This design comes from an exercise in tuning for small area, a short achievable clock period and few clock cycles on the open sky130 flow, not from production work.
Only simulation tests tie the RTL to the original design; equivalence was not proved.

<file path="design/flow/config.mk">
export PLATFORM = sky130hd
export DESIGN_NAME = stack_machine
export DESIGN_NICKNAME = stack_machine
export VERILOG_FILES = /design/flow/design.v
export SDC_FILE = /design/flow/constraint.sdc
export NUM_CORES = 4
export LEC_CHECK = 0
export CAP_MARGIN = 20
export CORE_MARGIN = 2
export CORE_UTILIZATION = 40
export SETUP_SLACK_MARGIN = 1.0
export SLEW_MARGIN = 20
</file>
<file path="design/flow/design.v">
module stack_machine_mulchunk (
    input  [18:0] x,
    input  [4:0]  one,
    input  [4:0]  two,
    input  [4:0]  neg,
    input  [18:0] acc,
    input         first,
    input         s,
    input         n4next,
    output [28:0] msum
);
wire [19:0] xe = {x[18], x};
wire neg0 = neg[0];
wire one0 = one[0];
wire two0 = two[0];
wire w0_0 = ((one0 & xe[0]) | (two0 & 1'b0)) ^ neg0;
wire w0_1 = ((one0 & xe[1]) | (two0 & xe[0])) ^ neg0;
wire w0_2 = ((one0 & xe[2]) | (two0 & xe[1])) ^ neg0;
wire w0_3 = ((one0 & xe[3]) | (two0 & xe[2])) ^ neg0;
wire w0_4 = ((one0 & xe[4]) | (two0 & xe[3])) ^ neg0;
wire w0_5 = ((one0 & xe[5]) | (two0 & xe[4])) ^ neg0;
wire w0_6 = ((one0 & xe[6]) | (two0 & xe[5])) ^ neg0;
wire w0_7 = ((one0 & xe[7]) | (two0 & xe[6])) ^ neg0;
wire w0_8 = ((one0 & xe[8]) | (two0 & xe[7])) ^ neg0;
wire w0_9 = ((one0 & xe[9]) | (two0 & xe[8])) ^ neg0;
wire w0_10 = ((one0 & xe[10]) | (two0 & xe[9])) ^ neg0;
wire w0_11 = ((one0 & xe[11]) | (two0 & xe[10])) ^ neg0;
wire w0_12 = ((one0 & xe[12]) | (two0 & xe[11])) ^ neg0;
wire w0_13 = ((one0 & xe[13]) | (two0 & xe[12])) ^ neg0;
wire w0_14 = ((one0 & xe[14]) | (two0 & xe[13])) ^ neg0;
wire w0_15 = ((one0 & xe[15]) | (two0 & xe[14])) ^ neg0;
wire w0_16 = ((one0 & xe[16]) | (two0 & xe[15])) ^ neg0;
wire w0_17 = ((one0 & xe[17]) | (two0 & xe[16])) ^ neg0;
wire w0_18 = ((one0 & xe[18]) | (two0 & xe[17])) ^ neg0;
wire w0_19 = ((one0 & xe[19]) | (two0 & xe[18])) ^ neg0;
wire neg1 = neg[1];
wire one1 = one[1];
wire two1 = two[1];
wire w1_0 = ((one1 & xe[0]) | (two1 & 1'b0)) ^ neg1;
wire w1_1 = ((one1 & xe[1]) | (two1 & xe[0])) ^ neg1;
wire w1_2 = ((one1 & xe[2]) | (two1 & xe[1])) ^ neg1;
wire w1_3 = ((one1 & xe[3]) | (two1 & xe[2])) ^ neg1;
wire w1_4 = ((one1 & xe[4]) | (two1 & xe[3])) ^ neg1;
wire w1_5 = ((one1 & xe[5]) | (two1 & xe[4])) ^ neg1;
wire w1_6 = ((one1 & xe[6]) | (two1 & xe[5])) ^ neg1;
wire w1_7 = ((one1 & xe[7]) | (two1 & xe[6])) ^ neg1;
wire w1_8 = ((one1 & xe[8]) | (two1 & xe[7])) ^ neg1;
wire w1_9 = ((one1 & xe[9]) | (two1 & xe[8])) ^ neg1;
wire w1_10 = ((one1 & xe[10]) | (two1 & xe[9])) ^ neg1;
wire w1_11 = ((one1 & xe[11]) | (two1 & xe[10])) ^ neg1;
wire w1_12 = ((one1 & xe[12]) | (two1 & xe[11])) ^ neg1;
wire w1_13 = ((one1 & xe[13]) | (two1 & xe[12])) ^ neg1;
wire w1_14 = ((one1 & xe[14]) | (two1 & xe[13])) ^ neg1;
wire w1_15 = ((one1 & xe[15]) | (two1 & xe[14])) ^ neg1;
wire w1_16 = ((one1 & xe[16]) | (two1 & xe[15])) ^ neg1;
wire w1_17 = ((one1 & xe[17]) | (two1 & xe[16])) ^ neg1;
wire w1_18 = ((one1 & xe[18]) | (two1 & xe[17])) ^ neg1;
wire w1_19 = ((one1 & xe[19]) | (two1 & xe[18])) ^ neg1;
wire neg2 = neg[2];
wire one2 = one[2];
wire two2 = two[2];
wire w2_0 = ((one2 & xe[0]) | (two2 & 1'b0)) ^ neg2;
wire w2_1 = ((one2 & xe[1]) | (two2 & xe[0])) ^ neg2;
wire w2_2 = ((one2 & xe[2]) | (two2 & xe[1])) ^ neg2;
wire w2_3 = ((one2 & xe[3]) | (two2 & xe[2])) ^ neg2;
wire w2_4 = ((one2 & xe[4]) | (two2 & xe[3])) ^ neg2;
wire w2_5 = ((one2 & xe[5]) | (two2 & xe[4])) ^ neg2;
wire w2_6 = ((one2 & xe[6]) | (two2 & xe[5])) ^ neg2;
wire w2_7 = ((one2 & xe[7]) | (two2 & xe[6])) ^ neg2;
wire w2_8 = ((one2 & xe[8]) | (two2 & xe[7])) ^ neg2;
wire w2_9 = ((one2 & xe[9]) | (two2 & xe[8])) ^ neg2;
wire w2_10 = ((one2 & xe[10]) | (two2 & xe[9])) ^ neg2;
wire w2_11 = ((one2 & xe[11]) | (two2 & xe[10])) ^ neg2;
wire w2_12 = ((one2 & xe[12]) | (two2 & xe[11])) ^ neg2;
wire w2_13 = ((one2 & xe[13]) | (two2 & xe[12])) ^ neg2;
wire w2_14 = ((one2 & xe[14]) | (two2 & xe[13])) ^ neg2;
wire w2_15 = ((one2 & xe[15]) | (two2 & xe[14])) ^ neg2;
wire w2_16 = ((one2 & xe[16]) | (two2 & xe[15])) ^ neg2;
wire w2_17 = ((one2 & xe[17]) | (two2 & xe[16])) ^ neg2;
wire w2_18 = ((one2 & xe[18]) | (two2 & xe[17])) ^ neg2;
wire w2_19 = ((one2 & xe[19]) | (two2 & xe[18])) ^ neg2;
wire neg3 = neg[3];
wire one3 = one[3];
wire two3 = two[3];
wire w3_0 = ((one3 & xe[0]) | (two3 & 1'b0)) ^ neg3;
wire w3_1 = ((one3 & xe[1]) | (two3 & xe[0])) ^ neg3;
wire w3_2 = ((one3 & xe[2]) | (two3 & xe[1])) ^ neg3;
wire w3_3 = ((one3 & xe[3]) | (two3 & xe[2])) ^ neg3;
wire w3_4 = ((one3 & xe[4]) | (two3 & xe[3])) ^ neg3;
wire w3_5 = ((one3 & xe[5]) | (two3 & xe[4])) ^ neg3;
wire w3_6 = ((one3 & xe[6]) | (two3 & xe[5])) ^ neg3;
wire w3_7 = ((one3 & xe[7]) | (two3 & xe[6])) ^ neg3;
wire w3_8 = ((one3 & xe[8]) | (two3 & xe[7])) ^ neg3;
wire w3_9 = ((one3 & xe[9]) | (two3 & xe[8])) ^ neg3;
wire w3_10 = ((one3 & xe[10]) | (two3 & xe[9])) ^ neg3;
wire w3_11 = ((one3 & xe[11]) | (two3 & xe[10])) ^ neg3;
wire w3_12 = ((one3 & xe[12]) | (two3 & xe[11])) ^ neg3;
wire w3_13 = ((one3 & xe[13]) | (two3 & xe[12])) ^ neg3;
wire w3_14 = ((one3 & xe[14]) | (two3 & xe[13])) ^ neg3;
wire w3_15 = ((one3 & xe[15]) | (two3 & xe[14])) ^ neg3;
wire w3_16 = ((one3 & xe[16]) | (two3 & xe[15])) ^ neg3;
wire w3_17 = ((one3 & xe[17]) | (two3 & xe[16])) ^ neg3;
wire w3_18 = ((one3 & xe[18]) | (two3 & xe[17])) ^ neg3;
wire w3_19 = ((one3 & xe[19]) | (two3 & xe[18])) ^ neg3;
wire neg4 = neg[4];
wire one4 = one[4];
wire two4 = two[4];
wire w4_0 = ((one4 & xe[0]) | (two4 & 1'b0)) ^ neg4;
wire w4_1 = ((one4 & xe[1]) | (two4 & xe[0])) ^ neg4;
wire w4_2 = ((one4 & xe[2]) | (two4 & xe[1])) ^ neg4;
wire w4_3 = ((one4 & xe[3]) | (two4 & xe[2])) ^ neg4;
wire w4_4 = ((one4 & xe[4]) | (two4 & xe[3])) ^ neg4;
wire w4_5 = ((one4 & xe[5]) | (two4 & xe[4])) ^ neg4;
wire w4_6 = ((one4 & xe[6]) | (two4 & xe[5])) ^ neg4;
wire w4_7 = ((one4 & xe[7]) | (two4 & xe[6])) ^ neg4;
wire w4_8 = ((one4 & xe[8]) | (two4 & xe[7])) ^ neg4;
wire w4_9 = ((one4 & xe[9]) | (two4 & xe[8])) ^ neg4;
wire w4_10 = ((one4 & xe[10]) | (two4 & xe[9])) ^ neg4;
wire w4_11 = ((one4 & xe[11]) | (two4 & xe[10])) ^ neg4;
wire w4_12 = ((one4 & xe[12]) | (two4 & xe[11])) ^ neg4;
wire w4_13 = ((one4 & xe[13]) | (two4 & xe[12])) ^ neg4;
wire w4_14 = ((one4 & xe[14]) | (two4 & xe[13])) ^ neg4;
wire w4_15 = ((one4 & xe[15]) | (two4 & xe[14])) ^ neg4;
wire w4_16 = ((one4 & xe[16]) | (two4 & xe[15])) ^ neg4;
wire w4_17 = ((one4 & xe[17]) | (two4 & xe[16])) ^ neg4;
wire w4_18 = ((one4 & xe[18]) | (two4 & xe[17])) ^ neg4;
wire w4_19 = ((one4 & xe[19]) | (two4 & xe[18])) ^ neg4;
wire [28:0] kc = 29'd358088704;
wire [7:0] rnd = 8'd128 - {7'd0, s};
wire [28:0] arow = {kc[28], kc[27], kc[26], kc[25], kc[24], kc[23], kc[22], kc[21], kc[20], (first ? kc[19] : ~acc[18]), (first ? n4next : acc[18]), (~first & acc[17]), (~first & acc[16]), (~first & acc[15]), (~first & acc[14]), (~first & acc[13]), (~first & acc[12]), (~first & acc[11]), (~first & acc[10]), (~first & acc[9]), (first ? neg[4] : acc[8]), (first ? rnd[7] : acc[7]), (first ? rnd[6] : acc[6]), (first ? rnd[5] : acc[5]), (first ? rnd[4] : acc[4]), (first ? rnd[3] : acc[3]), (first ? rnd[2] : acc[2]), (first ? rnd[1] : acc[1]), (first ? rnd[0] : acc[0])};
wire t1 = w0_4 ^ w1_2;
wire t2 = w0_4 & w1_2;
wire t3 = w0_5 ^ w1_3;
wire t4 = w0_5 & w1_3;
wire t5 = w0_6 ^ w1_4 ^ w2_2;
wire t6 = (w0_6 & w1_4) | (w0_6 & w2_2) | (w1_4 & w2_2);
wire t7 = w3_0 ^ neg3;
wire t8 = w3_0 & neg3;
wire t9 = w0_7 ^ w1_5 ^ w2_3;
wire t10 = (w0_7 & w1_5) | (w0_7 & w2_3) | (w1_5 & w2_3);
wire t11 = w3_1 ^ arow[7];
wire t12 = w3_1 & arow[7];
wire t13 = w0_8 ^ w1_6 ^ w2_4;
wire t14 = (w0_8 & w1_6) | (w0_8 & w2_4) | (w1_6 & w2_4);
wire t15 = w3_2 ^ w4_0 ^ arow[8];
wire t16 = (w3_2 & w4_0) | (w3_2 & arow[8]) | (w4_0 & arow[8]);
wire t17 = w0_9 ^ w1_7 ^ w2_5;
wire t18 = (w0_9 & w1_7) | (w0_9 & w2_5) | (w1_7 & w2_5);
wire t19 = w3_3 ^ w4_1 ^ arow[9];
wire t20 = (w3_3 & w4_1) | (w3_3 & arow[9]) | (w4_1 & arow[9]);
wire t21 = w0_10 ^ w1_8 ^ w2_6;
wire t22 = (w0_10 & w1_8) | (w0_10 & w2_6) | (w1_8 & w2_6);
wire t23 = w3_4 ^ w4_2 ^ arow[10];
wire t24 = (w3_4 & w4_2) | (w3_4 & arow[10]) | (w4_2 & arow[10]);
wire t25 = w0_11 ^ w1_9 ^ w2_7;
wire t26 = (w0_11 & w1_9) | (w0_11 & w2_7) | (w1_9 & w2_7);
wire t27 = w3_5 ^ w4_3 ^ arow[11];
wire t28 = (w3_5 & w4_3) | (w3_5 & arow[11]) | (w4_3 & arow[11]);
wire t29 = w0_12 ^ w1_10 ^ w2_8;
wire t30 = (w0_12 & w1_10) | (w0_12 & w2_8) | (w1_10 & w2_8);
wire t31 = w3_6 ^ w4_4 ^ arow[12];
wire t32 = (w3_6 & w4_4) | (w3_6 & arow[12]) | (w4_4 & arow[12]);
wire t33 = w0_13 ^ w1_11 ^ w2_9;
wire t34 = (w0_13 & w1_11) | (w0_13 & w2_9) | (w1_11 & w2_9);
wire t35 = w3_7 ^ w4_5 ^ arow[13];
wire t36 = (w3_7 & w4_5) | (w3_7 & arow[13]) | (w4_5 & arow[13]);
wire t37 = w0_14 ^ w1_12 ^ w2_10;
wire t38 = (w0_14 & w1_12) | (w0_14 & w2_10) | (w1_12 & w2_10);
wire t39 = w3_8 ^ w4_6 ^ arow[14];
wire t40 = (w3_8 & w4_6) | (w3_8 & arow[14]) | (w4_6 & arow[14]);
wire t41 = w0_15 ^ w1_13 ^ w2_11;
wire t42 = (w0_15 & w1_13) | (w0_15 & w2_11) | (w1_13 & w2_11);
wire t43 = w3_9 ^ w4_7 ^ arow[15];
wire t44 = (w3_9 & w4_7) | (w3_9 & arow[15]) | (w4_7 & arow[15]);
wire t45 = w0_16 ^ w1_14 ^ w2_12;
wire t46 = (w0_16 & w1_14) | (w0_16 & w2_12) | (w1_14 & w2_12);
wire t47 = w3_10 ^ w4_8 ^ arow[16];
wire t48 = (w3_10 & w4_8) | (w3_10 & arow[16]) | (w4_8 & arow[16]);
wire t49 = w0_17 ^ w1_15 ^ w2_13;
wire t50 = (w0_17 & w1_15) | (w0_17 & w2_13) | (w1_15 & w2_13);
wire t51 = w3_11 ^ w4_9 ^ arow[17];
wire t52 = (w3_11 & w4_9) | (w3_11 & arow[17]) | (w4_9 & arow[17]);
wire t53 = w0_18 ^ w1_16 ^ w2_14;
wire t54 = (w0_18 & w1_16) | (w0_18 & w2_14) | (w1_16 & w2_14);
wire t55 = w3_12 ^ w4_10 ^ arow[18];
wire t56 = (w3_12 & w4_10) | (w3_12 & arow[18]) | (w4_10 & arow[18]);
wire t57 = ~w0_19 ^ w1_17 ^ w2_15;
wire t58 = (~w0_19 & w1_17) | (~w0_19 & w2_15) | (w1_17 & w2_15);
wire t59 = w3_13 ^ w4_11 ^ arow[19];
wire t60 = (w3_13 & w4_11) | (w3_13 & arow[19]) | (w4_11 & arow[19]);
wire t61 = w1_18 ^ w2_16 ^ w3_14;
wire t62 = (w1_18 & w2_16) | (w1_18 & w3_14) | (w2_16 & w3_14);
wire t63 = w4_12 ^ arow[20];
wire t64 = w4_12 & arow[20];
wire t65 = ~w1_19 ^ w2_17 ^ w3_15;
wire t66 = (~w1_19 & w2_17) | (~w1_19 & w3_15) | (w2_17 & w3_15);
wire t67 = w4_13 ^ arow[21];
wire t68 = w4_13 & arow[21];
wire t69 = w2_18 ^ w3_16 ^ w4_14;
wire t70 = (w2_18 & w3_16) | (w2_18 & w4_14) | (w3_16 & w4_14);
wire t71 = ~w2_19 ^ w3_17;
wire t72 = ~w2_19 & w3_17;
wire t73 = w0_2 ^ w1_0;
wire t74 = w0_2 & w1_0;
wire t75 = w0_3 ^ w1_1;
wire t76 = w0_3 & w1_1;
wire t77 = w2_0 ^ neg2 ^ arow[4];
wire t78 = (w2_0 & neg2) | (w2_0 & arow[4]) | (neg2 & arow[4]);
wire t79 = w2_1 ^ arow[5] ^ t2;
wire t80 = (w2_1 & arow[5]) | (w2_1 & t2) | (arow[5] & t2);
wire t81 = arow[6] ^ t4 ^ t5;
wire t82 = (arow[6] & t4) | (arow[6] & t5) | (t4 & t5);
wire t83 = t6 ^ t8 ^ t9;
wire t84 = (t6 & t8) | (t6 & t9) | (t8 & t9);
wire t85 = t10 ^ t12 ^ t13;
wire t86 = (t10 & t12) | (t10 & t13) | (t12 & t13);
wire t87 = t14 ^ t16 ^ t17;
wire t88 = (t14 & t16) | (t14 & t17) | (t16 & t17);
wire t89 = t18 ^ t20 ^ t21;
wire t90 = (t18 & t20) | (t18 & t21) | (t20 & t21);
wire t91 = t22 ^ t24 ^ t25;
wire t92 = (t22 & t24) | (t22 & t25) | (t24 & t25);
wire t93 = t26 ^ t28 ^ t29;
wire t94 = (t26 & t28) | (t26 & t29) | (t28 & t29);
wire t95 = t30 ^ t32 ^ t33;
wire t96 = (t30 & t32) | (t30 & t33) | (t32 & t33);
wire t97 = t34 ^ t36 ^ t37;
wire t98 = (t34 & t36) | (t34 & t37) | (t36 & t37);
wire t99 = t38 ^ t40 ^ t41;
wire t100 = (t38 & t40) | (t38 & t41) | (t40 & t41);
wire t101 = t42 ^ t44 ^ t45;
wire t102 = (t42 & t44) | (t42 & t45) | (t44 & t45);
wire t103 = t46 ^ t48 ^ t49;
wire t104 = (t46 & t48) | (t46 & t49) | (t48 & t49);
wire t105 = t50 ^ t52 ^ t53;
wire t106 = (t50 & t52) | (t50 & t53) | (t52 & t53);
wire t107 = t54 ^ t56 ^ t57;
wire t108 = (t54 & t56) | (t54 & t57) | (t56 & t57);
wire t109 = t58 ^ t60 ^ t61;
wire t110 = (t58 & t60) | (t58 & t61) | (t60 & t61);
wire t111 = t62 ^ t64 ^ t65;
wire t112 = (t62 & t64) | (t62 & t65) | (t64 & t65);
wire t113 = arow[22] ^ t66 ^ t68;
wire t114 = (arow[22] & t66) | (arow[22] & t68) | (t66 & t68);
wire t115 = w4_15 ^ arow[23] ^ t70;
wire t116 = (w4_15 & arow[23]) | (w4_15 & t70) | (arow[23] & t70);
wire t117 = w3_18 ^ w4_16 ^ arow[24];
wire t118 = (w3_18 & w4_16) | (w3_18 & arow[24]) | (w4_16 & arow[24]);
wire t119 = ~w3_19 ^ w4_17;
wire t120 = ~w3_19 & w4_17;
wire t121 = w0_0 ^ neg0;
wire t122 = w0_0 & neg0;
wire t123 = w0_1 ^ arow[1];
wire t124 = w0_1 & arow[1];
wire t125 = neg1 ^ arow[2] ^ t73;
wire t126 = (neg1 & arow[2]) | (neg1 & t73) | (arow[2] & t73);
wire t127 = arow[3] ^ t74 ^ t75;
wire t128 = (arow[3] & t74) | (arow[3] & t75) | (t74 & t75);
wire t129 = t1 ^ t76 ^ t77;
wire t130 = (t1 & t76) | (t1 & t77) | (t76 & t77);
wire t131 = t3 ^ t78 ^ t79;
wire t132 = (t3 & t78) | (t3 & t79) | (t78 & t79);
wire t133 = t7 ^ t80 ^ t81;
wire t134 = (t7 & t80) | (t7 & t81) | (t80 & t81);
wire t135 = t11 ^ t82 ^ t83;
wire t136 = (t11 & t82) | (t11 & t83) | (t82 & t83);
wire t137 = t15 ^ t84 ^ t85;
wire t138 = (t15 & t84) | (t15 & t85) | (t84 & t85);
wire t139 = t19 ^ t86 ^ t87;
wire t140 = (t19 & t86) | (t19 & t87) | (t86 & t87);
wire t141 = t23 ^ t88 ^ t89;
wire t142 = (t23 & t88) | (t23 & t89) | (t88 & t89);
wire t143 = t27 ^ t90 ^ t91;
wire t144 = (t27 & t90) | (t27 & t91) | (t90 & t91);
wire t145 = t31 ^ t92 ^ t93;
wire t146 = (t31 & t92) | (t31 & t93) | (t92 & t93);
wire t147 = t35 ^ t94 ^ t95;
wire t148 = (t35 & t94) | (t35 & t95) | (t94 & t95);
wire t149 = t39 ^ t96 ^ t97;
wire t150 = (t39 & t96) | (t39 & t97) | (t96 & t97);
wire t151 = t43 ^ t98 ^ t99;
wire t152 = (t43 & t98) | (t43 & t99) | (t98 & t99);
wire t153 = t47 ^ t100 ^ t101;
wire t154 = (t47 & t100) | (t47 & t101) | (t100 & t101);
wire t155 = t51 ^ t102 ^ t103;
wire t156 = (t51 & t102) | (t51 & t103) | (t102 & t103);
wire t157 = t55 ^ t104 ^ t105;
wire t158 = (t55 & t104) | (t55 & t105) | (t104 & t105);
wire t159 = t59 ^ t106 ^ t107;
wire t160 = (t59 & t106) | (t59 & t107) | (t106 & t107);
wire t161 = t63 ^ t108 ^ t109;
wire t162 = (t63 & t108) | (t63 & t109) | (t108 & t109);
wire t163 = t67 ^ t110 ^ t111;
wire t164 = (t67 & t110) | (t67 & t111) | (t110 & t111);
wire t165 = t69 ^ t112 ^ t113;
wire t166 = (t69 & t112) | (t69 & t113) | (t112 & t113);
wire t167 = t71 ^ t114 ^ t115;
wire t168 = (t71 & t114) | (t71 & t115) | (t114 & t115);
wire t169 = t72 ^ t116 ^ t117;
wire t170 = (t72 & t116) | (t72 & t117) | (t116 & t117);
wire t171 = arow[25] ^ t118 ^ t119;
wire t172 = (arow[25] & t118) | (arow[25] & t119) | (t118 & t119);
wire t173 = w4_18 ^ arow[26] ^ t120;
wire t174 = (w4_18 & arow[26]) | (w4_18 & t120) | (arow[26] & t120);
wire t175 = ~w4_19 ^ arow[27];
wire t176 = ~w4_19 & arow[27];
wire [28:0] ra = {arow[28], t174, t172, t170, t168, t166, t164, t162, t160, t158, t156, t154, t152, t150, t148, t146, t144, t142, t140, t138, t136, t134, t132, t130, t128, t126, t124, t122, arow[0]};
wire [28:0] rb = {t176, t175, t173, t171, t169, t167, t165, t163, t161, t159, t157, t155, t153, t151, t149, t147, t145, t143, t141, t139, t137, t135, t133, t131, t129, t127, t125, t123, t121};
assign msum = ra + rb;
endmodule
module stack_machine (
    clk,
    rst,
    start,
    ready,
    x_input,
    y_output,
    skip_pixel,
    output_queue_index,
    output_queue_get,
    output_queue_length,
    output_queue_data_out,
    output_queue_ready
);
input clk;
input rst;
input      start;
output     ready;
input      [9:0] x_input;
output     [8:0] y_output;
output           skip_pixel;
output     [5:0]  output_queue_index;
output reg        output_queue_get;
input      [6:0]  output_queue_length;
input      [19:0] output_queue_data_out;
input             output_queue_ready;
localparam NS = 10;               
localparam [18:0] VMAX = 19'h3ffff;
localparam [18:0] VMIN = 19'h40000;
localparam [4:0] ST_IDLE  = 5'd0,
                 ST_RUN   = 4'd1,
                 ST_FIN   = 4'd2,
                 ST_SINIT = 4'd3,
                 ST_TSCAN = 4'd4,
                 ST_ROOTS = 4'd5,
                 ST_DN    = 4'd6,
                 ST_FS1   = 4'd7,
                 ST_FS2   = 4'd8,
                 ST_UPB   = 4'd9,
                 ST_UPS   = 4'd10,
                 ST_FS3   = 4'd11,
                 ST_SWAP  = 4'd12,
                 ST_OPX   = 4'd13,
                 ST_OPW   = 4'd14,
                 ST_ROOT  = 4'd15,
                 ST_DEC   = 5'd16,
                 ST_DEC3  = 5'd17,
                 ST_UPA   = 5'd18;
localparam [1:0] U_MUL = 2'd0, U_POW = 2'd1, U_DIV = 2'd2;
reg  [4:0]  state;
reg         rdy;
reg  [18:0] S [0:NS-1];
reg  [3:0]  dp;                   
reg  [6:0]  c;                    
reg         pend;                 
reg         rv;                   
reg         u_busy;
reg  [1:0]  u_kind;
reg  [3:0]  u_cnt;
reg         u_wb;                 
reg  [10:0] pw;                   
reg         byp;                  
reg  [18:0] acc;                  
reg  [18:0] rem;                  
reg  [1:0]  ml;                   
reg  [9:0]  mlo;                  
reg         dsign;
reg         dovf;
reg  [6:0]  cnt;
reg  [6:0]  q;
reg  [6:0]  sq;
reg  [6:0]  sr;
wire [18:0] S0 = S[0];
wire [18:0] S1 = S[1];
assign ready = rdy;
assign output_queue_index = f[5:0];
wire [9:0]  xr  = x_input;
wire [6:0]  xm  = {1'b0, xr[9:6], 2'b0} + {1'b0, xr[5:0]};
reg  [4:0]  xmq;
reg  [2:0]  xb;
always @(*) begin
    case (xm)
        7'd0: begin xmq = 5'd0; xb = 3'd0; end
        7'd1: begin xmq = 5'd0; xb = 3'd1; end
        7'd2: begin xmq = 5'd0; xb = 3'd2; end
        7'd3: begin xmq = 5'd0; xb = 3'd3; end
        7'd4: begin xmq = 5'd0; xb = 3'd4; end
        7'd5: begin xmq = 5'd1; xb = 3'd0; end
        7'd6: begin xmq = 5'd1; xb = 3'd1; end
        7'd7: begin xmq = 5'd1; xb = 3'd2; end
        7'd8: begin xmq = 5'd1; xb = 3'd3; end
        7'd9: begin xmq = 5'd1; xb = 3'd4; end
        7'd10: begin xmq = 5'd2; xb = 3'd0; end
        7'd11: begin xmq = 5'd2; xb = 3'd1; end
        7'd12: begin xmq = 5'd2; xb = 3'd2; end
        7'd13: begin xmq = 5'd2; xb = 3'd3; end
        7'd14: begin xmq = 5'd2; xb = 3'd4; end
        7'd15: begin xmq = 5'd3; xb = 3'd0; end
        7'd16: begin xmq = 5'd3; xb = 3'd1; end
        7'd17: begin xmq = 5'd3; xb = 3'd2; end
        7'd18: begin xmq = 5'd3; xb = 3'd3; end
        7'd19: begin xmq = 5'd3; xb = 3'd4; end
        7'd20: begin xmq = 5'd4; xb = 3'd0; end
        7'd21: begin xmq = 5'd4; xb = 3'd1; end
        7'd22: begin xmq = 5'd4; xb = 3'd2; end
        7'd23: begin xmq = 5'd4; xb = 3'd3; end
        7'd24: begin xmq = 5'd4; xb = 3'd4; end
        7'd25: begin xmq = 5'd5; xb = 3'd0; end
        7'd26: begin xmq = 5'd5; xb = 3'd1; end
        7'd27: begin xmq = 5'd5; xb = 3'd2; end
        7'd28: begin xmq = 5'd5; xb = 3'd3; end
        7'd29: begin xmq = 5'd5; xb = 3'd4; end
        7'd30: begin xmq = 5'd6; xb = 3'd0; end
        7'd31: begin xmq = 5'd6; xb = 3'd1; end
        7'd32: begin xmq = 5'd6; xb = 3'd2; end
        7'd33: begin xmq = 5'd6; xb = 3'd3; end
        7'd34: begin xmq = 5'd6; xb = 3'd4; end
        7'd35: begin xmq = 5'd7; xb = 3'd0; end
        7'd36: begin xmq = 5'd7; xb = 3'd1; end
        7'd37: begin xmq = 5'd7; xb = 3'd2; end
        7'd38: begin xmq = 5'd7; xb = 3'd3; end
        7'd39: begin xmq = 5'd7; xb = 3'd4; end
        7'd40: begin xmq = 5'd8; xb = 3'd0; end
        7'd41: begin xmq = 5'd8; xb = 3'd1; end
        7'd42: begin xmq = 5'd8; xb = 3'd2; end
        7'd43: begin xmq = 5'd8; xb = 3'd3; end
        7'd44: begin xmq = 5'd8; xb = 3'd4; end
        7'd45: begin xmq = 5'd9; xb = 3'd0; end
        7'd46: begin xmq = 5'd9; xb = 3'd1; end
        7'd47: begin xmq = 5'd9; xb = 3'd2; end
        7'd48: begin xmq = 5'd9; xb = 3'd3; end
        7'd49: begin xmq = 5'd9; xb = 3'd4; end
        7'd50: begin xmq = 5'd10; xb = 3'd0; end
        7'd51: begin xmq = 5'd10; xb = 3'd1; end
        7'd52: begin xmq = 5'd10; xb = 3'd2; end
        7'd53: begin xmq = 5'd10; xb = 3'd3; end
        7'd54: begin xmq = 5'd10; xb = 3'd4; end
        7'd55: begin xmq = 5'd11; xb = 3'd0; end
        7'd56: begin xmq = 5'd11; xb = 3'd1; end
        7'd57: begin xmq = 5'd11; xb = 3'd2; end
        7'd58: begin xmq = 5'd11; xb = 3'd3; end
        7'd59: begin xmq = 5'd11; xb = 3'd4; end
        7'd60: begin xmq = 5'd12; xb = 3'd0; end
        7'd61: begin xmq = 5'd12; xb = 3'd1; end
        7'd62: begin xmq = 5'd12; xb = 3'd2; end
        7'd63: begin xmq = 5'd12; xb = 3'd3; end
        7'd64: begin xmq = 5'd12; xb = 3'd4; end
        7'd65: begin xmq = 5'd13; xb = 3'd0; end
        7'd66: begin xmq = 5'd13; xb = 3'd1; end
        7'd67: begin xmq = 5'd13; xb = 3'd2; end
        7'd68: begin xmq = 5'd13; xb = 3'd3; end
        7'd69: begin xmq = 5'd13; xb = 3'd4; end
        7'd70: begin xmq = 5'd14; xb = 3'd0; end
        7'd71: begin xmq = 5'd14; xb = 3'd1; end
        7'd72: begin xmq = 5'd14; xb = 3'd2; end
        7'd73: begin xmq = 5'd14; xb = 3'd3; end
        7'd74: begin xmq = 5'd14; xb = 3'd4; end
        7'd75: begin xmq = 5'd15; xb = 3'd0; end
        7'd76: begin xmq = 5'd15; xb = 3'd1; end
        7'd77: begin xmq = 5'd15; xb = 3'd2; end
        7'd78: begin xmq = 5'd15; xb = 3'd3; end
        7'd79: begin xmq = 5'd15; xb = 3'd4; end
        7'd80: begin xmq = 5'd16; xb = 3'd0; end
        7'd81: begin xmq = 5'd16; xb = 3'd1; end
        7'd82: begin xmq = 5'd16; xb = 3'd2; end
        7'd83: begin xmq = 5'd16; xb = 3'd3; end
        7'd84: begin xmq = 5'd16; xb = 3'd4; end
        7'd85: begin xmq = 5'd17; xb = 3'd0; end
        7'd86: begin xmq = 5'd17; xb = 3'd1; end
        7'd87: begin xmq = 5'd17; xb = 3'd2; end
        7'd88: begin xmq = 5'd17; xb = 3'd3; end
        7'd89: begin xmq = 5'd17; xb = 3'd4; end
        7'd90: begin xmq = 5'd18; xb = 3'd0; end
        7'd91: begin xmq = 5'd18; xb = 3'd1; end
        7'd92: begin xmq = 5'd18; xb = 3'd2; end
        7'd93: begin xmq = 5'd18; xb = 3'd3; end
        7'd94: begin xmq = 5'd18; xb = 3'd4; end
        7'd95: begin xmq = 5'd19; xb = 3'd0; end
        7'd96: begin xmq = 5'd19; xb = 3'd1; end
        7'd97: begin xmq = 5'd19; xb = 3'd2; end
        7'd98: begin xmq = 5'd19; xb = 3'd3; end
        7'd99: begin xmq = 5'd19; xb = 3'd4; end
        7'd100: begin xmq = 5'd20; xb = 3'd0; end
        7'd101: begin xmq = 5'd20; xb = 3'd1; end
        7'd102: begin xmq = 5'd20; xb = 3'd2; end
        7'd103: begin xmq = 5'd20; xb = 3'd3; end
        7'd104: begin xmq = 5'd20; xb = 3'd4; end
        7'd105: begin xmq = 5'd21; xb = 3'd0; end
        7'd106: begin xmq = 5'd21; xb = 3'd1; end
        7'd107: begin xmq = 5'd21; xb = 3'd2; end
        7'd108: begin xmq = 5'd21; xb = 3'd3; end
        7'd109: begin xmq = 5'd21; xb = 3'd4; end
        7'd110: begin xmq = 5'd22; xb = 3'd0; end
        7'd111: begin xmq = 5'd22; xb = 3'd1; end
        7'd112: begin xmq = 5'd22; xb = 3'd2; end
        7'd113: begin xmq = 5'd22; xb = 3'd3; end
        7'd114: begin xmq = 5'd22; xb = 3'd4; end
        7'd115: begin xmq = 5'd23; xb = 3'd0; end
        7'd116: begin xmq = 5'd23; xb = 3'd1; end
        7'd117: begin xmq = 5'd23; xb = 3'd2; end
        7'd118: begin xmq = 5'd23; xb = 3'd3; end
        7'd119: begin xmq = 5'd23; xb = 3'd4; end
        7'd120: begin xmq = 5'd24; xb = 3'd0; end
        7'd121: begin xmq = 5'd24; xb = 3'd1; end
        7'd122: begin xmq = 5'd24; xb = 3'd2; end
        7'd123: begin xmq = 5'd24; xb = 3'd3; end
        default: begin xmq = 5'd0; xb = 3'd0; end
    endcase
end
wire [7:0]  xa  = {2'b0, xr[9:6], 2'b0} + {1'b0, xr[9:6], 3'b0} + {3'd0, xmq};
wire [3:0]  xt  = {xb, xr < 10'd320};
reg  [5:0]  xlo;
always @(*) begin
    case (xt)
        4'b0000: xlo = 6'd0;   4'b0001: xlo = 6'd0;
        4'b0010: xlo = 6'd12;  4'b0011: xlo = 6'd13;
        4'b0100: xlo = 6'd25;  4'b0101: xlo = 6'd26;
        4'b0110: xlo = 6'd38;  4'b0111: xlo = 6'd39;
        4'b1000: xlo = 6'd51;  4'b1001: xlo = 6'd52;
        default: xlo = 6'd0;
    endcase
end
wire [12:0] xhi = {5'd0, xa} - 13'd64;
wire [18:0] X   = {xhi, xlo};
wire [19:0] qd     = output_queue_data_out;
wire        it_op  = qd[19] & (qd[2:0] != 3'd6);
wire [2:0]  opc    = qd[2:0];
wire [18:0] pv     = qd[19] ? X : qd[18:0];
wire [19:0] sum   = {S1[18], S1} + {S0[18], S0};
wire [19:0] dif   = {S1[18], S1} - {S0[18], S0};
wire [18:0] r_add = (sum[19] != sum[18]) ? (sum[19] ? VMIN : VMAX) : sum[18:0];
wire [18:0] r_sub = (dif[19] != dif[18]) ? (dif[19] ? VMIN : VMAX) : dif[18:0];
function [14:0] bdec;            
    input [10:0] b;
    integer j;
    begin
        for (j = 0; j < 5; j = j + 1) begin
            bdec[10 + j] = b[2*j+2];
            bdec[5 + j]  = (b[2*j+2] & ~b[2*j+1] & ~b[2*j]) | (~b[2*j+2] & b[2*j+1] & b[2*j]);
            bdec[j]      = b[2*j+1] ^ b[2*j];
        end
    end
endfunction
reg  [14:0] bsel;
reg         xs_s1;
wire [28:0] msum;
wire [18:0] r_mul;
wire [18:0] mraw  = {acc[6:0], mlo, ml};
wire [18:0] mx    = xs_s1 ? S1 : byp ? mraw : S0;
stack_machine_mulchunk mulchunk (
    .x     (mx),
    .one   (bsel[4:0]),
    .two   (bsel[9:5]),
    .neg   (bsel[14:10]),
    .acc   (acc),
    .first (~u_cnt[0]),
    .s     (mx[18] ^ S1[18]),
    .n4next(S1[18]),
    .msum  (msum)
);
wire        m_hi  = ~acc[18] & (acc[17:6] != 12'd0);
wire        m_lo  =  acc[18] & (acc[17:6] != 12'hfff);
assign      r_mul = m_hi ? VMAX : m_lo ? VMIN : mraw;
wire [18:0] aS0 = S0[18] ? -S0 : S0;
wire [18:0] aS1 = S1[18] ? -S1 : S1;
wire [19:0] d1  = {rem, S1[18]} - {1'b0, S0};
wire        q1  = ~d1[19];
wire [19:0] d2a = {d1[18:0], S1[17]} - {1'b0, S0};
wire [19:0] d2b = {rem[17:0], S1[18], S1[17]} - {1'b0, S0};
wire        q2  = q1 ? ~d2a[19] : ~d2b[19];
wire [18:0] r2  = q1 ? (~d2a[19] ? d2a[18:0] : {d1[17:0], S1[17]}) :
                       (~d2b[19] ? d2b[18:0] : {rem[16:0], S1[18], S1[17]});
wire [18:0] r_div = dovf ? (dsign ? VMIN : VMAX) : (dsign ? -{1'b0, S1[17:0]} : {1'b0, S1[17:0]});
wire        [18:0] s0v = (dp == 4'd0) ? 19'd0 : S0;
wire signed [24:0] sx  = {{6{s0v[18]}}, s0v};
wire signed [24:0] yr  = 25'sd61440 + {17'd0, s0v[7:0]} - (sx <<< 4) - (sx <<< 2);
wire               yskip = yr[24] | (yr >= 25'sd123136);
reg                dzf;           
assign y_output   = yr[16:8];
assign skip_pixel = dzf | yskip;
wire [6:0] L = output_queue_length;
wire [6:0] fp1 = f + 7'd1;
wire       c_eq  = (c == L);
wire       c1_eq = (c + 7'd1 == L);
wire [6:0] fm1 = f - 7'd1;
wire [6:0] cmp_a = (state == ST_UPS) ? sq : q;
wire [6:0] cmp_c = (state == ST_FS2) ? sr : (state == ST_FS3) ? sq : q;
wire [8:0] cmp_d = {2'b0, cmp_a} + {2'b0, f} - {1'b0, cmp_c, 1'b0} - ((state == ST_UPS) ? 9'd2 : 9'd0);
wire       cmp_le = cmp_d[8] | (cmp_d == 9'd0);
wire       cmp_ge = ~cmp_d[8];
reg  [4:0]  state_n;
reg  [6:0]  f;                    
reg         s0sm;                 
reg         s0pw;                 
wire st_run = (state == ST_RUN);
wire wb     = u_busy & u_wb;                                    
wire exo    = st_run & pend & wb & ~it_op;                       
wire wb_pop = wb & ~exo;
wire byps   = u_busy & ~u_wb & byp;                              
wire divs   = u_busy & ~u_wb & ~byp & (u_kind == U_DIV);         
wire dz     = divs & (u_cnt == 4'd0) & (S0 == 19'd0);            
wire wbnext = u_busy & ~u_wb &
              ((u_kind == U_DIV) ? (u_cnt == 4'd8) : (u_cnt[0] & ~(u_kind == U_POW && pw > 11'd2)));
wire exr    = st_run & pend & ~u_busy;                           
wire ex     = exr | ((state == ST_DN) & rv & ~it_op) | ((state == ST_OPX) & rv);
wire dpfull = (dp == NS);
wire dplow  = (dp < 4'd2);
wire ovf    = exr & ~it_op & dpfull;                             
wire e_push = ex & ~it_op & ~(exr & dpfull);
wire e_und  = ex & it_op & dplow;                                
wire e_opv  = ex & it_op & ~dplow;
wire o_add  = e_opv & (opc == 3'd0);
wire o_mul  = e_opv & (opc == 3'd2);
wire o_div  = e_opv & (opc == 3'd3);
wire o_pow  = e_opv & (opc == 3'd4);
wire o_sub  = e_opv & ~(opc == 3'd0 || opc == 3'd2 || opc == 3'd3 || opc == 3'd4);
wire o_pd   = o_pow & s0sm & S0[8];                              
wire o_p0   = o_pow & s0sm & ~S0[8];                             
wire o_pc   = o_pow & ~s0sm;                                     
wire fin_dr = (state == ST_FIN) & (dp > 4'd1);
wire rt_dr  = (state == ST_ROOT) & (sq != 7'd0);
wire swp    = (state == ST_SWAP);
wire up     = o_add | o_sub | o_p0 | o_pd | wb_pop | fin_dr | rt_dr;    
wire s0cpy  = o_pd | o_pc | fin_dr | rt_dr | swp;                       
wire ustart = o_mul | o_div | o_pc;
wire [1:0] ustart_kind = o_div ? U_DIV : o_pc ? U_POW : U_MUL;
wire ex_done = e_push | o_add | o_sub | o_p0 | o_pd;
wire [18:0] res_u = (u_kind == U_DIV) ? r_div :
                    (u_kind == U_POW && pw[10:1] == 10'd0) ? (pw[0] ? S0 : 19'd256) : r_mul;
wire s0chg = e_push | exo | o_add | o_sub | o_p0 | s0cpy | o_div | wb_pop | byps;
always @(*) begin
    state_n = state;
    if (dz)         state_n = ST_IDLE;
    else if (ovf)   state_n = ST_SINIT;
    else if (e_und) state_n = ST_IDLE;
end
wire u_busy_n = ustart | (u_busy & ~dz & ~u_wb);
integer k;
wire [18:0] s1b = (e_push | swp) ? S0 : up ? S[2] : exo ? res_u : o_div ? {aS1[9:0], 9'd0} : S1;
wire nxt_hi = ustart ? ((o_mul & ~s0pw) | (o_pc & s0pw)) :
              (u_busy & ~u_wb & (u_kind != U_DIV) & ~u_cnt[0] & ~(byp & (m_hi | m_lo)));
always @(posedge clk) begin
    if (e_push | exo)       S[0] <= pv;
    else if (o_add)         S[0] <= r_add;
    else if (o_sub)         S[0] <= r_sub;
    else if (o_p0)          S[0] <= 19'd256;
    else if (s0cpy)         S[0] <= S1;
    else if (o_div)         S[0] <= aS0;
    else if (wb_pop | byps) S[0] <= res_u;
    if (e_push | swp)       S[1] <= S0;
    else if (up)            S[1] <= S[2];
    else if (exo)           S[1] <= res_u;
    else if (o_div)         S[1] <= {aS1[9:0], 9'd0};
    else if (divs)          S[1] <= {S1[16:0], q1, q2};
    for (k = 2; k < NS; k = k + 1) begin
        if (e_push)         S[k] <= S[k-1];
        else if (up && k < NS - 1) S[k] <= S[k+1];
    end
    if (e_push | exo) begin
        s0sm <= ~qd[19] & (qd[18:9] == 10'd0);
        s0pw <= ~qd[19] & (qd[18:9] != 10'd0);
    end else if (s0chg) begin
        s0sm <= 1'b0;
        s0pw <= 1'b0;
    end
    xs_s1 <= ~u_busy_n & ((e_push | exo) ? (~qd[19] & (qd[18:9] != 10'd0)) : s0chg ? 1'b0 : s0pw);
    bsel <= nxt_hi ? bdec({s1b[18], s1b[18:9]}) : bdec({s1b[9:0], 1'b0});
    if (e_push)  dp <= dp + 4'd1;
    else if (up) dp <= dp - 4'd1;
    u_busy <= u_busy_n;
    if (ustart) begin
        u_kind <= ustart_kind;
        u_cnt  <= 4'd0;
        u_wb   <= 1'b0;
        byp    <= 1'b0;
        if ((ustart_kind == U_MUL && !s0pw) || (ustart_kind == U_POW && s0pw)) begin
            acc   <= msum[28:10];
            ml    <= msum[9:8];
            u_cnt <= 4'd1;
        end
        if (ustart_kind == U_POW) begin
            pw   <= S0[18:8];
            u_wb <= (S0[18:9] == 10'd0);
        end
        if (ustart_kind == U_DIV) begin
            rem   <= {10'd0, aS1[18:10]};
            dsign <= S0[18] ^ S1[18];
        end
    end else if (u_busy) begin
        if (u_wb) begin
            u_wb  <= 1'b0;
            u_cnt <= 4'd0;
        end else if (u_kind == U_DIV) begin
            if (u_cnt == 4'd0) dovf <= (rem >= S0);
            rem   <= r2;
            u_cnt <= dz ? 4'd0 : u_cnt + 4'd1;
            if (u_cnt == 4'd8) u_wb <= 1'b1;
        end else if (!u_cnt[0]) begin
            if (!(byp && (m_hi || m_lo))) begin
                acc   <= msum[28:10];
                ml    <= msum[9:8];
                u_cnt <= 4'd1;
            end
            byp   <= 1'b0;
        end else begin
            acc   <= msum[28:10];
            mlo   <= msum[9:0];
            u_cnt <= 4'd0;
            if (u_kind == U_POW && pw > 11'd2) begin
                byp <= 1'b1;
                pw  <= pw - 11'd1;
            end else u_wb <= 1'b1;
        end
    end
    if (dz) dzf <= 1'b1;
    if (state == ST_IDLE && start) dzf <= 1'b0;
    if ((state == ST_IDLE && start) || state == ST_SINIT) dp <= 4'd0;
    if (rst) begin
        u_busy <= 1'b0;
        u_wb   <= 1'b0;
        u_cnt  <= 4'd0;
        byp    <= 1'b0;
        dp     <= 4'd0;
    end
end
always @(posedge clk) begin
    rv   <= output_queue_get;
    rdy  <= 1'b0;
    output_queue_get <= 1'b0;
    case (state)
        ST_IDLE: begin
            rdy <= 1'b1;
            output_queue_get   <= 1'b1;
            f <= 7'd0;
            if (start) begin
                c    <= 7'd0;
                pend <= 1'b1;
                rdy  <= 1'b0;
                if (L == 7'd0) begin
                    rdy <= 1'b1;
                end else begin
                    state <= ST_RUN;
                    f <= 7'd1;
                    output_queue_get   <= (L > 7'd1);
                end
            end
        end
        ST_RUN: begin
            begin : run_blk
                reg p_n;
                reg [6:0] fn;
                reg [6:0] cn;
                p_n = output_queue_get | (pend & ~exr & ~exo);
                fn  = f + {6'd0, output_queue_get};
                cn  = c + {6'd0, exr | exo};
                pend <= p_n;
                f    <= fn;
                c    <= cn;
                output_queue_get   <= (fn < L) & (~p_n | ~u_busy_n |
                                      (~output_queue_get & pend & ~exr & ~it_op & wbnext));
                if (state_n != ST_RUN) begin
                    state <= state_n;
                    output_queue_get <= 1'b0;
                    if (state_n == ST_IDLE) begin
                        rdy <= 1'b1;
                        output_queue_get   <= 1'b1;
                                    f <= 7'd0;
                    end
                end else if ((ex_done | (u_busy & ~u_busy_n)) & ((exr | exo) ? c1_eq : c_eq)) begin
                    if (e_push ? (dp == 4'd0) : up ? (dp <= 4'd2) : (dp <= 4'd1)) begin
                        state <= ST_IDLE;
                        rdy   <= 1'b1;
                        output_queue_get <= 1'b1;
                        f <= 7'd0;
                    end else begin
                        state <= ST_FIN;
                        output_queue_get <= 1'b0;
                    end
                end
            end
        end
        ST_FIN: begin
            if (dp <= 4'd1) begin
                state <= ST_IDLE;
                rdy   <= 1'b1;
                output_queue_get   <= 1'b1;
                    f <= 7'd0;
            end
        end
        ST_SINIT: begin
            f   <= 7'd0;
            cnt <= 7'd0;
            if (L == 7'd0) begin
                c <= 7'd0;
                state <= ST_ROOTS;
            end else begin
                output_queue_get <= 1'b1;
                state <= ST_TSCAN;
            end
        end
        ST_TSCAN: if (rv) begin
            if (it_op && cnt < 7'd2) begin
                c <= f;
                state <= ST_ROOTS;
            end else begin
                cnt <= it_op ? cnt - 7'd1 : cnt + 7'd1;
                f   <= fp1;
                if (fp1 == L) begin
                    c <= L;
                    state <= ST_ROOTS;
                end else output_queue_get <= 1'b1;
            end
        end
        ST_ROOTS: begin
            if (c == 7'd0) state <= ST_FIN;
            else begin
                f <= c;
                state <= ST_DEC;
            end
        end
        ST_DEC: begin
            f <= fm1;
            q <= fm1;
            output_queue_get <= 1'b1;
            state <= ST_DN;
        end
        ST_DEC3: begin
            f   <= fm1;
            cnt <= 7'd1;
            output_queue_get <= 1'b1;
            state <= ST_FS3;
        end
        ST_DN: if (rv) begin
            if (!it_op) begin
                sq <= f;
                state <= ST_UPB;
            end else begin
                f   <= fm1;
                cnt <= 7'd1;
                output_queue_get <= 1'b1;
                state <= ST_FS1;
            end
        end
        ST_FS1, ST_FS2, ST_FS3: if (rv) begin
            begin : fs_blk
                reg [6:0] cn;
                cn = it_op ? cnt + 7'd1 : cnt - 7'd1;
                if (cn != 7'd0) begin
                    cnt <= cn;
                    f   <= fm1;
                    output_queue_get <= 1'b1;
                end else if (state == ST_FS1) begin
                    sr  <= f;
                    f   <= fm1;
                    cnt <= 7'd1;
                    output_queue_get <= 1'b1;
                    state <= ST_FS2;
                end else if (state == ST_FS2) begin
                    f <= cmp_le ? sr : q;
                    state <= ST_DEC;
                end else begin
                    if (cmp_ge) begin
                        f <= sq;
                        state <= ST_DEC;
                    end else begin
                        q  <= sr;
                        sq <= f;
                        f  <= sr;
                        output_queue_get <= 1'b1;
                        state <= ST_OPX;
                    end
                end
            end
        end
        ST_UPB: begin
            f   <= q;
            cnt <= 7'd0;
            state <= ST_UPA;
        end
        ST_UPA: begin
            if (fp1 == c) state <= ST_ROOT;
            else begin
                f <= fp1;
                output_queue_get <= 1'b1;
                state <= ST_UPS;
            end
        end
        ST_UPS: if (rv) begin
            if (it_op && cnt == 7'd0) begin
                sr <= f;
                f  <= sq;
                state <= ST_DEC3;
            end else if (it_op && cnt == 7'd1) begin
                sr <= f;
                if (cmp_le) state <= ST_DEC;
                else begin
                    q <= f;
                    output_queue_get <= 1'b1;
                    state <= ST_SWAP;
                end
            end else begin
                cnt <= it_op ? cnt - 7'd1 : cnt + 7'd1;
                state <= ST_UPA;
            end
        end
        ST_SWAP: state <= ST_OPX;
        ST_OPX: if (rv) begin
            if (state_n == ST_IDLE) begin
                state <= ST_IDLE;
                rdy   <= 1'b1;
                output_queue_get   <= 1'b1;
                    f <= 7'd0;
            end else if (ustart) state <= ST_OPW;
            else state <= ST_UPB;
        end
        ST_OPW: begin
            if (dz) begin
                state <= ST_IDLE;
                rdy   <= 1'b1;
                output_queue_get   <= 1'b1;
                    f <= 7'd0;
            end else if (!u_busy_n) state <= ST_UPB;
        end
        ST_ROOT: begin
            if (sq == 7'd0) state <= ST_FIN;
            else begin
                f <= sq;
                state <= ST_DEC;
            end
        end
        default: state <= ST_IDLE;
    endcase
    if (rst) begin
        state <= ST_IDLE;
        rdy   <= 1'b1;
        output_queue_get <= 1'b1;
        pend  <= 1'b0;
        f     <= 7'd0;
    end
end
endmodule
</file>
<file path="design/flow/constraint.sdc">
create_clock -name core_clock -period 7.0 [get_ports {clk}]
set_input_delay 1.4000 -clock core_clock [delete_from_list [all_inputs] [get_ports {clk}]]
set_output_delay 1.4000 -clock core_clock [all_outputs]
set_load 0.01 [all_outputs]
</file>
<file path="design/flow/run.sh">
#!/bin/bash
# synth_recipe.tcl (not shown) runs the flow's synth.tcl, then flattens the netlist and writes it again
# the make line also repeats each setting of config.mk as NAME=value (left out here)
make -C /OpenROAD-flow-scripts/flow DESIGN_CONFIG=/design/flow/config.mk WORK_HOME=/design/flow/orfs CLKGATE_MAP_FILE= SYNTH_SCRIPT=/design/flow/synth_recipe.tcl finish
</file>
==> results.sh, run 1 <==
export IMPL_status="complete, no violations"
export IMPL_top_layer="met5"
export IMPL_cp_cell_sequence="buf_4 > inv_1 > ha_1 > o21a_1 > o31a_1 > o41a_1 > o21a_1 > o21ai_0 > a21oi_1 > xor2_1 > ha_1 > a21o_1 > a21oi_1 > o22ai_1 > a211o_1 > o21a_1 > or3_1 > and2_2 > buf_12 > mux2i_1 > o22ai_1"
export IMPL_portBuffers=57
export IMPL_max_freq_mhz=172
export IMPL_synth_most_common_cell="nor2_1"
export IMPL_syn_nets=4433
export IMPL_clkLatencyLatePin_ns=0.62
export IMPL_post_place_cells=5157
export IMPL_grt_pass1_vias=30100
export IMPL_drive_gt1_share_pct=11.6
export IMPL_cts_max_path_buffers=3
export IMPL_synth_seq_cells=336
export IMPL_grt_max_degree=154
export IMPL_fin_tns_setup_ns=0
export IMPL_track_usage_pct=26.1
export IMPL_wl_met1_um=51600
export IMPL_max_stage_delay_ns=0.45
export IMPL_antenna_left=0
export IMPL_synth_edf_count=291
export IMPL_async_flop_share_pct=0
export IMPL_hold_viol_final=0
export IMPL_setup_viol=0
export IMPL_crit_path_max_fanout=16
export IMPL_crit_top_cell="o21a_1"
export IMPL_syn_area_um2=35400
export IMPL_slew_violations=0
export IMPL_start_util_pct=40.2
export IMPL_core_area_um2=88000
export IMPL_cts_htree_levels=2
export IMPL_cts_sinks=336
export IMPL_synth_ff_type="edfxtp_1"
export IMPL_max_cap_viol_count=0
export IMPL_remaining_drc_errors=0
export IMPL_ios=59
export IMPL_cts_made_buffers=42
export IMPL_stdcell_count=5247
export IMPL_synthTopCellsByCount="nor2_1, edfxtp_1, inv_1, a21oi_1, nand2_1"
export IMPL_required_ns=7.33
export IMPL_fillers=8642
export IMPL_routed_wl_um=121000
export IMPL_clk_pin_slew_ns=0.06
export IMPL_critPathLaunchType="flop"
export IMPL_rr_worst_depth=21
export IMPL_synth_distinct_cells=114
export IMPL_holdPathEnd="S[9][16]$_DFFE_PP_"
export IMPL_cp_arrival_ns=6.15
export IMPL_final_min_clock_period_ns=5.82
export IMPL_nNetsFinal=4439
export IMPL_reg2reg_to="rem[10]$_SDFFCE_PN0P_"
export IMPL_postSynthAreaPerCell_um2=8.75
export IMPL_hold_start="S[8][16]$_DFFE_PP_"
export IMPL_met2_length_um=53300
export IMPL_grt_overflow_total=0
export IMPL_synth_top_cell_area_share_pct=24.7
export IMPL_antenna_found_initial=4
export IMPL_hpwl_um=91100
export IMPL_worstHoldPathType="flop to flop"
export IMPL_endpoint_kind="flop"
export IMPL_grt_pass1_wl_um=185000
export IMPL_die_area_um2=90900
export IMPL_core_rowCount=109
export IMPL_cts_tree="yes"
export IMPL_ys_warn_count=2
export IMPL_slowest_stage="edfxtp_1"
export IMPL_vias=32000
export IMPL_multi_input_area_um2=23800
export IMPL_die_w_um=301
export IMPL_syn_to_final_growth_pct=10.9
export IMPL_cts_root_buf="clkbuf_16"
export IMPL_drt_iter0_drc=3729
export IMPL_critical_path_class="flop to flop"
export IMPL_regArea_um2=9640
export IMPL_cts_hold_buf=0
export IMPL_min_path_cells=0
export IMPL_yosys_top_cells_area="edfxtp_1, ha_1, fa_1"
export IMPL_die_h_um=301
export IMPL_finClkSkew_ns=0.0319
export IMPL_place_congestion=1.03
export IMPL_synthCells=4044
export IMPL_worstMarginPinSlew_ns=1.24
export IMPL_ys_seq_area_share_pct=27.2
export IMPL_synth_top_cell_by_area="edfxtp_1"
export IMPL_wl_met3_um=10700
export IMPL_rrSetupSlack_ns=1.18
export IMPL_firstDrtPassIters=6
export IMPL_wl_per_cell_um=23.1
export IMPL_drt_vias_per_instance=6.09
export IMPL_fin_crit_sh_pct=83.1
export IMPL_rsz0062_at_grt="true"
export IMPL_r2r_start="S[0][3]$_DFFE_PP_"
export IMPL_relSlewSlack_pct=16.4
-- critical path, delay by kind of cell (launching register included) --
kind | cells | cell delay [ns]
AO/OA/AOI/OAI | 12 | 2.48
XOR/XNOR | 1 | 0.22
adder cells (fa/ha/maj) | 2 | 0.64
buffers and inverters | 3 | 0.68
flip-flops | 1 | 0.45
multiplexers | 1 | 0.28
AND/OR/NAND/NOR | 2 | 0.76
-- repair_timing --
| action | CTS | global route |
|---|---|---|
| pin swaps | 2 | 5 |
| setup buffers | 5 | 8 |
| resized for setup | 18 | 36 |
| setup endpoints to repair | 21 | 23 |
-- area by class of cell --
type	count	share of cell area (%)
multi-input combinational	3157	60.6
timing repair buffer	216	4.69
antenna	1	0.00638
sequential	336	24.6
clock inverter	22	0.702
tap	1165	3.72
clock buffer	53	2.86
inverter	297	2.85
-- flip-flops by register name, summed over array words and instances (netlist names), 2 cells and up --
| register | flops |
|---|---|
| cnt | 7 |
| sq | 7 |
| state | 5 |
| bsel | 15 |
| u_cnt | 4 |
| u_kind | 2 |
| mlo | 10 |
| sr | 7 |
| acc | 19 |
| S | 190 |
| pw | 11 |
| c | 7 |
| f | 7 |
| dp | 4 |
| rem | 19 |
| q | 7 |
| ml | 2 |
-- logic make-up after synthesis --
logic type	count (synthesis)	share of synthesized area, %
buffers and inverters	551	6.26
AND/OR/NAND/NOR	1058	14.6
XOR/XNOR	310	7.81
adder cells (fa/ha/maj)	348	14.2
flip-flops	336	27.2
AO/OA/AOI/OAI	1208	22.7
multiplexers	233	7.15
-- placed cells by master (no fill, tap or decap), types with 31 or more instances in the layout --
cell type / n
a31oi_1: 50
o21ai_0: 235
a22oi_1: 109
nand2b_1: 50
a211oi_1: 53
ha_1: 256
nor2_1: 299
nand2_1: 255
or3_1: 33
buf_4: 151
edfxtp_1: 291
o22ai_1: 45
nand3_1: 76
xor2_1: 101
nor4_1: 42
a21oi_1: 273
fa_1: 90
o21a_1: 40
a221oi_1: 31
o211ai_1: 40
a21o_1: 48
nor3_1: 92
clkdlybuf4s50_1: 56
nor2b_1: 39
dfxtp_1: 43
clkbuf_16: 42
xnor2_1: 204
mux2i_1: 93
inv_1: 285
mux2_2: 137
-- per-stage QoR --
stage	hold WS (ns)	setup WS, ns	area, µm²	utilization [%]
floorplan	0.419	1.14	35400	-
global placement	0.424	0.393	37500	42.6
detailed placement	0.431	0.381	37500	42.6
CTS	0.440	0.932	39000	44.4
global route	0.455	0.903	39200	44.6
finish	0.439	1.18	39200	44.6
-- routing by layer --
| layer | vias to the layer above | GRT usage [%] |
|---|---|---|
| met4 | 4 | 10.5 |
| met2 | 1446 | 40.5 |
| met3 | 298 | 4.19 |
| met1 | 15300 | 36.1 |
| met5 | - | 0 |
| li1 | 14900 | - |
-- how the worst max path moves through the flow --
stage                             from               endpoint  slack [ns]
floorplan             byp$_SDFFE_PP0P_      acc[17]$_DFFE_PP_        1.14
global placement      byp$_SDFFE_PP0P_      acc[17]$_DFFE_PP_        0.39
detailed placement    byp$_SDFFE_PP0P_      acc[17]$_DFFE_PP_        0.38
CTS                 dp[1]$_SDFFE_PP0P_             skip_pixel        0.93
global route          byp$_SDFFE_PP0P_      acc[17]$_DFFE_PP_        0.90
finish               S[0][3]$_DFFE_PP_  rem[10]$_SDFFCE_PN0P_        1.18
Testbench counts, summed over its fixed seeds: cycles 47,351.
==> run 2: changes to the inputs <==
--- a/design/flow/config.mk
+++ b/design/flow/config.mk
@@ -8,5 +8,5 @@
 export CAP_MARGIN = 20
 export CORE_MARGIN = 2
 export CORE_UTILIZATION = 40
-export SETUP_SLACK_MARGIN = 1.0
+export SETUP_SLACK_MARGIN = 2.0
 export SLEW_MARGIN = 20
==> run 2 against run 1 <==
  * Still clean on timing, DRC and antenna
  * Non-clock buffer count increased by 100
  * Register-to-register slack improved by 0.30 ns
  * Sequential share of layout area shrank 1.3 points
  * Design area up 5.9%
  * Synthesized cell count stayed put
  * Global-route usage fell by 0.67 points
  * Clock skew grew 0.0019 ns
  * Final cell count increased by 1.9%
  * Worst hold slack lost 0.016 ns
  * Critical path type is now flop to output port
  * Largest cell class unchanged
  * Highest routed layer is now met4
==> results.sh, run 2 <==
export IMPL_max_freq_mhz=179
export IMPL_slew_violations=0
export IMPL_routed_wl_um=119000
export IMPL_start_util_pct=40.2
export IMPL_reg2reg_to="acc[15]$_DFFE_PP_"
export IMPL_async_flop_share_pct=0
export IMPL_yosys_top_cells_area="edfxtp_1, ha_1, fa_1"
export IMPL_crit_path_max_fanout=7
export IMPL_remaining_drc_errors=0
export IMPL_synth_top_cell_by_area="edfxtp_1"
export IMPL_drive_gt1_share_pct=18.2
export IMPL_max_stage_delay_ns=0.53
export IMPL_die_h_um=301
export IMPL_rrSetupSlack_ns=1.48
export IMPL_synth_top_cell_area_share_pct=24.7
export IMPL_die_w_um=301
export IMPL_syn_nets=4433
export IMPL_cp_cell_sequence="buf_4 > nand2_2 > inv_2 > fa_1 > inv_1 > ha_1 > o211ai_1 > a21oi_2 > o21a_2 > a31oi_4 > a21oi_2 > a31oi_1 > o21bai_1 > a21oi_2 > mux2_4 > o2111ai_2 > buf_2"
export IMPL_fin_util_pct=47.2
export IMPL_cts_sinks=336
export IMPL_place_congestion=1.02
export IMPL_ys_seq_area_share_pct=27.2
export IMPL_synth_edf_count=291
export IMPL_required_ns=5.60
export IMPL_cts_tree="yes"
export IMPL_die_area_um2=90900
export IMPL_cts_max_path_buffers=3
export IMPL_cts_root_buf="clkbuf_16"
export IMPL_ios=59
export IMPL_holdPathEnd="S[9][2]$_DFFE_PP_"
export IMPL_synth_seq_cells=336
export IMPL_largest_reg_flops=190
export IMPL_crit_buf_inv=4
export IMPL_synthTopCellsByCount="nor2_1, edfxtp_1, inv_1, a21oi_1, nand2_1"
export IMPL_vias=32400
export IMPL_rr_worst_depth=23
export IMPL_place_ws_ns=0.830
export IMPL_grt_pass1_wl_um=181000
export IMPL_setup_viol=0
export IMPL_synth_most_common_cell="nor2_1"
export IMPL_layout_common_cells="nor2_1, edfxtp_1, inv_1"
export IMPL_cts_made_buffers=41
export IMPL_clk_pin_slew_ns=0.06
export IMPL_endpoint_kind="output port"
export IMPL_rsz0062_at_grt="true"
export IMPL_nNetsFinal=4539
export IMPL_cts_htree_levels=2
export IMPL_status="complete, no violations"
export IMPL_hold_start="S[8][2]$_DFFE_PP_"
export IMPL_synth_ff_type="edfxtp_1"
export IMPL_track_usage_pct=25.4
export IMPL_mostFrequentLayoutCell="nor2_1"
export IMPL_worstMarginPinSlew_ns=1.12
export IMPL_grt_max_degree=135
export IMPL_core_area_um2=88000
export IMPL_max_cap_viol_count=0
export IMPL_r2r_start="byp$_SDFFE_PP0P_"
export IMPL_worstHoldPathType="flop to flop"
export IMPL_synthCells=4044
export IMPL_ys_warn_count=2
export IMPL_hpwl_um=86500
export IMPL_relSlewSlack_pct=24.9
export IMPL_clkLatencyLatePin_ns=0.61
export IMPL_cp_arrival_ns=4.19
export IMPL_antenna_found_initial=1
export IMPL_wl_per_cell_um=22.3
export IMPL_grt_pass1_vias=30300
export IMPL_antenna_left=0
export IMPL_grt_overflow_total=0
export IMPL_firstDrtPassIters=6
export IMPL_cp_top_family="compound AO/OA/AOI/OAI gates"
export IMPL_regMostFlops="S"
export IMPL_syn_area_um2=35400
export IMPL_drt_iter0_drc=3718
export IMPL_drt_vias_per_instance=6.06
export IMPL_fin_crit_sh_pct=79.8
export IMPL_finClkSkew_ns=0.0338
export IMPL_hold_viol_final=0
export IMPL_slowest_stage="fa_1"
export IMPL_min_path_cells=0
export IMPL_cts_hold_buf=0
export IMPL_critical_path_class="flop to output port"
export IMPL_crit_top_cell="a21oi_2"
export IMPL_core_rowCount=109
export IMPL_critPathLaunchType="flop"
export IMPL_synth_distinct_cells=114
export IMPL_postSynthAreaPerCell_um2=8.75
export IMPL_syn_to_final_growth_pct=17.4
export IMPL_setup_slack_ns=1.41
export IMPL_fin_tns_setup_ns=0
export IMPL_final_min_clock_period_ns=5.59
export IMPL_reg_top3="S x190, acc x19, rem x19"
export IMPL_portBuffers=57
[run 2: cell counts after synthesis]
Identical to the previous run, type by type.
[run 2: timing repair]
action	in CTS	in global routing
pin swaps	61	84
buffers inserted	108	33
cloned	2	1
resized for setup	232	126
endpoints found under the setup margin	94	106
[run 2: area by class of cell]
class | instances | area (µm²)
Multi-Input combinational cell | 3158 | 25000
Clock inverter | 24 | 283
Antenna cell | 1 | 2.50
Sequential cell | 336 | 9660
Clock buffer | 52 | 1140
Inverter | 297 | 1140
Tap cell | 1165 | 1460
Timing Repair Buffer | 316 | 2820
Fill cell | 8312 | 46400
[run 2: kinds of logic (layout without fill, tap and decap cells)]
logic type	Yosys count	count (layout)	synth area share, %
AND/OR/NAND/NOR	1058	1058	14.6
adder cells (fa/ha/maj)	348	348	14.2
flip-flops	336	336	27.2
multiplexers	233	233	7.15
AO/OA/AOI/OAI	1208	1208	22.7
other	0	1	0
XOR/XNOR	310	311	7.81
buffers and inverters	551	689	6.26
[run 2: worst register-to-register path, stage by stage, from the launching register on]
cell and delay, ns:
dfxtp_4 0.39, buf_4 0.15, buf_4 0.13, mux2i_2 0.16, o21ai_4 0.31, a22oi_1 0.13
xor2_1 0.20, fa_1 0.54, inv_1 0.06, fa_1 0.48, inv_1 0.05, fa_1 0.47
inv_1 0.05, ha_2 0.23, a2111oi_4 0.32, o21ai_2 0.14, a41oi_2 0.26, nor4_4 0.07
o211ai_1 0.27, a31oi_2 0.17, a211oi_2 0.34, o21bai_1 0.10, a21oi_1 0.17, xnor2_1 0.08
[run 2: layer usage]
metal  global-route usage, %  vias to the layer above  share of wire (%)
met5                       0                        -                  0
met4                    10.2                        0                4.7
met3                    4.45                      278                8.2
met2                    39.4                     1424                 44
met1                    35.1                    15600                 43
li1                        -                    15100                  -
[run 2: stage by stage]
step / hold slack (ns) / instance area, µm² / cells
floorplan: 0.419 / 35600 / 4044
global placement: 0.430 / 37400 / 5128
detailed placement: 0.432 / 37400 / 5128
CTS: 0.413 / 40700 / 5314
global route: 0.439 / 41500 / 5348
finish: 0.424 / 41500 / 5349
[run 2: worst max-delay path by stage]
stage	from	end	slack (ns)	cells after the start
2_1_floorplan	byp$_SDFFE_PP0P_	acc[17]$_DFFE_PP_	1.93	23
4_1_cts	dp[1]$_SDFFE_PP0P_	skip_pixel	1.32	19
3_5_place_dp	x_input[7]	S[0][0]$_DFFE_PP_	0.83	15
5_1_grt	byp$_SDFFE_PP0P_	acc[17]$_DFFE_PP_	1.25	23
6_report	S[0][0]$_DFFE_PP_	skip_pixel	1.41	17
3_3_place_gp	x_input[7]	S[0][0]$_DFFE_PP_	0.87	15

==> afterwards: timing with drivers on the ports <==
No port has a modelled driver above. Below, the same layouts with a new extraction and two added sets of constraints. Step 1: set_driving_cell puts a clkbuf_16 on clk and a buf_2 on each other input, an assumption about the parent block. Step 2 also shifts input and output timing later by t, the mid clock arrival at the registers, as if the neighbouring blocks saw the same clock. a / b / c = no drivers / after step 1 / after step 2; a / b = the first two.
| run | shift t [ns] | setup WS [ns] | cell pins on the clock port's net |
|---|---|---|---|
| run 1 | 0.678 | 1.180 / 1.180 / 0.818 | 1 |
| run 2 | 0.659 | 1.415 / 1.348 / 1.478 | 1 |
After both steps every run listed still meets setup and hold. The setup slack of run 1, which loses most, moves by 0.000 ns with the drivers and by -0.362 ns with both steps.
